This design comes from an exercise in tuning for small area on the open sky130 flow, not from production work. Only simulation tests tie the RTL to the original design; equivalence was not proved. Power and IR drop assume default switching activity. The clock port is modelled as an ideal driver; clocking choices that lean on that would not hold on a real chip.

Setup of run 1:
Design Memory, start of the top module:
module Memory #(parameter Depth = 4,
                parameter Data_width = 32)
               ( input  wire clk,
                 input  wire rst,
                 input  wire EN,
                 input  wire wr_en,
                 input  wire rd_en,
                 input  wire [  Depth    - 1 : 0] add,
                 input  wire [Data_width - 1 : 0] Data_in,
                 output reg  valid_out,
                 output wire [Data_width - 1 : 0] Data_out
               );
localparam W = Data_width;
wire do_wr = EN & rd_en & ~wr_en;
wire do_rd = EN & wr_en & ~rd_en;
reg          phase;
reg  [W-1:0] st [0:15];
reg  [15:0]  written;
reg  [W-1:0] dq;
always @(posedge clk or negedge rst)
    if (~rst) phase <= 1'b0;
    else      phase <= ~phase;
wire [W-1:0] col = Data_in ^ {W{phase}};
wire [15:0] nsel;
wire [W-1:0] pr [0:7];
genvar r;
generate
    for (r = 0; r < 16; r = r + 1) begin : row
        wire         we  = do_wr & (add == r);
        wire         nwe = ~we;
        wire [W-1:0] nx;
        assign nsel[r] = ~(~do_wr & (add == r));
        oai22 #(W) u_nx (.a1(st[r]), .a2({W{we}}), .b1(col), .b2({W{nwe}}), .y(nx));
        always @(posedge clk)
            st[r] <= nx;
        always @(posedge clk or negedge rst)
  ...
clock: 5.0 ns
lec_check: 0
cap_margin: 0
core_margin: 2
core_utilization: 50
cts_cluster_diameter: 100
cts_cluster_size: 30
slew_margin: 0
synth_hierarchical: 1
synth_minimum_keep_size: 0
run.sh (not shown) runs the stock make flow with config.mk's settings and CLKGATE_MAP_FILE= SYNTH_SCRIPT=/design/flow/synth_recipe.tcl, a recipe that flattens the netlist after the stock synthesis.
Having completed the whole flow, run 1 delivered a layout that passed the timing, design-rule and antenna checks.
[inputs] run 2 vs run 1
Settings: CORE_UTILIZATION changed from 50 to 70.
Results
- Run 2 gives less clock-buffer cell count than run 1 did.
- | non-clock buffer count | higher: run 1 |
- When the final numbers for run 1 and run 2 were put side by side, the sequential share of layout area turned out to be smaller in run 1.
- The initial antenna violation count reported for run 2 is greater than that of run 1 by 1.
- Run 2 vs. run 1: design area went down by about 1.5%.
- Compared with run 1, in run 2 cell-internal power held steady; final routed wirelength across all metal layers shrank by about 7%; non-filler instance count after layout shrank by 136; clock skew grew by 4.0 ps.
- Against run 1, run 2 comes in 1.7 points lower on area growth from synthesis to layout.
- Post-route core utilization on run 2 is up relative to run 1.
[inputs] run 3 vs run 2
Settings: clearing CTS_CLUSTER_SIZE, which used to be 30; clearing CTS_CLUSTER_DIAMETER, which used to be 100; swapping 0 for 20 in CAP_MARGIN; swapping 70 for 40 in CORE_UTILIZATION; swapping 0 for 20 in SLEW_MARGIN.
==> run summary <==
- Sort run 2 and run 3 by final cycle utilization of the critical path asc -> top: run 3
- Comparing run 2 and run 3, the higher number of clock buffers inserted by TritonCTS was measured on run 3.
- Diff run 2 -> run 3: final area +10%, final net count climbed 49.
- Diff run 2 -> run 3: cell count has increased, multiplexer share of the synthesized area comparable, slack of the critical path increased 210 ps, worst voltage drop across the vdd grid went down, detailed-route via count went down 442.
### run 3 -> run 4
Settings: CORE_UTILIZATION changed from 40 to 65; CAP_MARGIN changed from 20 to 0; SLEW_MARGIN changed from 20 to 0; GPL_TIMING_DRIVEN newly set to 1.
==> flow/flow/run.sh (new file) <==
#!/bin/bash
# The standard ORFS layout, with two changes passed to its make through the
# environment: ports are buffered with the smallest buffer, and clock tree
# synthesis adds no dummy loads. Each step's full log stays under orfs/logs/.
set -euo pipefail
cd "$(dirname "$0")/.."
export BUFFER_PORTS_ARGS="-buffer_cell sky130_fd_sc_hd__buf_1"
export CTS_ARGS="-sink_clustering_enable -repair_clock_nets -dont_use_dummy_load -sink_clustering_size 30 -sink_clustering_max_diameter 100 -buf_list {sky130_fd_sc_hd__clkbuf_8 sky130_fd_sc_hd__clkbuf_16}"
bash standard.sh > standard.log 2>&1
==> flow/standard.sh (new file) <==
#!/bin/bash
# synth_recipe.tcl (not shown) runs the flow's synth.tcl, then flattens the netlist and writes it again
# the make line also repeats each setting of config.mk as NAME=value (left out here)
make -C /OpenROAD-flow-scripts/flow DESIGN_CONFIG=/design/flow/config.mk WORK_HOME=/design/flow/orfs CLKGATE_MAP_FILE= SYNTH_SCRIPT=/design/flow/synth_recipe.tcl "${@:-finish}"
removed: flow/run.sh
Results
Compared with run 3, run 4 shows a lower clock-buffer cell count.
Of the two candidates, run 3 has the better via count and run 4 the worse one.
Compared to run 3, the router laid down less metal wire for run 4.
Run 4 vs run 3, wire length on met3 went up by about 65%.
Cell internal power dissipation down 23% in run 4 wrt run 3
Wire length of the first global-routing pass of run 4 falls short of that of run 3 by a few percent.
Compared with run 3, in run 4 total area of multi-input combinational cells shows a reduction of 150 sq um, count of inserted antenna diode cells shows a reduction of 1, part of the power in the clock network shows a reduction of 16 points, arrival time at the worst endpoint shows a reduction of 250 ps, number of global-route vias before repair shows a reduction of 600.

========
## quartz
Memory, a different RTL version from the one above (not shown whole).
Size: roughly 1600 cells after synthesis, about 74 I/O pins.
// Memory
module Memory #(parameter Depth = 4,
                parameter Data_width = 32)
               ( input  wire clk,
                 input  wire rst,
                 input  wire EN,
                 input  wire wr_en,
                 input  wire rd_en,
                 input  wire [  Depth    - 1 : 0] add,
                 input  wire [Data_width - 1 : 0] Data_in,
                 output reg  valid_out,
                 output wire [Data_width - 1 : 0] Data_out
               );
==> flow/config.mk <==
export PLATFORM = sky130hd
export DESIGN_NAME = Memory
export DESIGN_NICKNAME = Memory
export VERILOG_FILES = /design/flow/design.v
export SDC_FILE = /design/flow/constraint.sdc
export NUM_CORES = 4
export LEC_CHECK = 0
export CAP_MARGIN = 0
export CORE_MARGIN = 2
export CORE_UTILIZATION = 50
export PLACE_DENSITY = 0.9
export SLEW_MARGIN = 0
export SYNTH_HIERARCHICAL = 1
export SYNTH_MINIMUM_KEEP_SIZE = 0
==> flow/constraint.sdc <==
create_clock -name core_clock -period 5.0 [get_ports {clk}]
set_input_delay 1.0000 -clock core_clock [delete_from_list [all_inputs] [get_ports {clk}]]
set_output_delay 1.0000 -clock core_clock [all_outputs]
set_load 0.01 [all_outputs]
standard.sh (not shown) runs the stock make flow with config.mk's settings and CLKGATE_MAP_FILE= SYNTH_SCRIPT=/design/flow/synth_recipe.tcl, a recipe that flattens the netlist after the stock synthesis.
==> flow/flow/run.sh <==
#!/bin/bash
# The standard ORFS layout with these changes:
#  - after the standard synthesis, the read-path NOR4 and OAI211 gates that
#    ABC mapped at drive strength 2 are set back to strength 1 (same
#    function; each drives a single gate input),
#  - ports are buffered with the smallest buffer,
#  - clock tree synthesis uses clkbuf_4 buffers in clusters of up to 11
#    flip-flops and adds no dummy loads.
# The log of each standard.sh call is kept here; each ORFS step's full log
# stays under orfs/logs/.
set -euo pipefail
cd "$(dirname "$0")/.."
export BUFFER_PORTS_ARGS="-buffer_cell sky130_fd_sc_hd__buf_1"
export CTS_ARGS="-sink_clustering_enable -repair_clock_nets -dont_use_dummy_load -sink_clustering_size 11 -sink_clustering_max_diameter 50 -buf_list sky130_fd_sc_hd__clkbuf_4"
bash standard.sh synth > synth.log 2>&1
NET=orfs/results/sky130hd/Memory/base/1_2_yosys.v
cp "$NET" 1_2_yosys.standard.v
sed -i -e 's/sky130_fd_sc_hd__nor4_2 /sky130_fd_sc_hd__nor4_1 /' \
       -e 's/sky130_fd_sc_hd__o211ai_2 /sky130_fd_sc_hd__o211ai_1 /' "$NET"
rm -f orfs/results/sky130hd/Memory/base/1_synth.odb orfs/results/sky130hd/Memory/base/1_synth.sdc
bash standard.sh > layout.log 2>&1
Changes in willow relative to quartz:
- putting GPL_ROUTABILITY_DRIVEN at 0 where nothing was set
==> comparison <==
willow: no failed stages, no open violations at the end. Hold slack came out exactly the same in willow and quartz. Re number of diodes: no difference whatsoever between quartz and willow. On count of endpoints failing hold in the final timing report, willow tracks quartz almost exactly. From quartz to willow, highest clock rate did not move at all. Compared quartz against willow; part of the power in the clock network within noise. Clock buffer count from CTS came out exactly the same in willow and quartz.
Edits applied to the flow inputs when going from willow to sierra:
- CORE_UTILIZATION now 56, was 50
- GPL_ROUTABILITY_DRIVEN no longer set, was 0
--- a/flow/flow/run.sh
+++ b/flow/flow/run.sh
@@ -6,4 +6,3 @@
 #  - ports are buffered with the smallest buffer,
-#  - clock tree synthesis uses clkbuf_4 buffers in clusters of up to 11
-#    flip-flops and adds no dummy loads.
+#  - clock tree synthesis uses clkbuf_8 leaves and adds no dummy loads.
 # The log of each standard.sh call is kept here; each ORFS step's full log
@@ -13,3 +12,3 @@
 export BUFFER_PORTS_ARGS="-buffer_cell sky130_fd_sc_hd__buf_1"
-export CTS_ARGS="-sink_clustering_enable -repair_clock_nets -dont_use_dummy_load -sink_clustering_size 11 -sink_clustering_max_diameter 50 -buf_list sky130_fd_sc_hd__clkbuf_4"
+export CTS_ARGS="-sink_clustering_enable -repair_clock_nets -dont_use_dummy_load -sink_clustering_size 18 -sink_clustering_max_diameter 100 -buf_list sky130_fd_sc_hd__clkbuf_8"
 bash standard.sh synth > synth.log 2>&1
Results
sierra completed end to end; final checks failed (max-capacitance violations, max-slew violations). Compared with willow, sierra shows a higher power per standard cell area. Transition time at the pin with the least slew margin up 160 ps in sierra wrt willow. Higher worst-case hold slack goes to sierra over willow. Least setup slack across all paths after layout (sierra over willow): increase, 120 ps. Path type of the worst min-delay path = in -> async: willow; path type of the worst min-delay path = reg -> reg: sierra. Going from willow to sierra, routed via count divided by cell count grew by a few percent. Per the comparison of sierra with willow, final routed wirelength across all metal layers went up 4.0%, later-pin clock latency in the skew report now smaller, finished layout cell area level, estimated wirelength of the detail-placed design grew by 530 µm, number of clock buffer instances in the layout went down by 20.
The following lists how violet was set up differently from sierra:
- a change of CORE_UTILIZATION from 56 to 50
- a change of PLACE_DENSITY from 0.9 to 0.8
[summary]
Every stage of the flow completed for violet, and the final layout passed the timing, design-rule and antenna checks. Sort violet and sierra by ratio of final minimum period to clock period desc -> top: violet. On clock buffer and inverter area fraction after layout, violet and sierra are neck and neck. The lower register share of the cell area of violet and sierra is in violet.

what the ideal ports hide:
No port has a modelled driver above. Below, the same layouts with a new extraction and two added sets of constraints.
Step 1 sets driving cells, clkbuf_16 on the clock port and buf_2 on the other inputs (assumed; they add their load-dependent delay and slew).
Step 2 adds t to the input delays and takes it off the output delays; t is the mean of the earliest and latest rising clock arrival at the registers after step 1. Input paths then give back, and output paths get back, about the clock's delay inside the block.
a / b / c = no drivers / after step 1 / after step 2; a / b = the first two.
run	t (ns)	setup slack, ns	hold slack, ns
run 1	0.627	1.211 / 1.156 / 0.899	0.451 / 0.451 / 0.451
run 2	0.614	1.266 / 1.212 / 0.873	0.449 / 0.449 / 0.449
run 3	0.661	1.475 / 1.478 / 0.849	0.442 / 0.442 / 0.442
run 4	0.593	1.691 / 1.652 / 1.124	0.448 / 0.448 / 0.448
quartz	0.776	1.465 / 1.419 / 1.154	0.402 / 0.383 / 0.451
willow	0.776	1.465 / 1.419 / 1.154	0.402 / 0.383 / 0.451
sierra	0.609	1.590 / 1.541 / 1.155	0.451 / 0.451 / 0.451
violet	0.621	1.468 / 1.493 / 0.872	0.449 / 0.449 / 0.449
The setup slack of run 3, which loses most, moves by +0.003 ns with the drivers and by -0.626 ns with both steps.
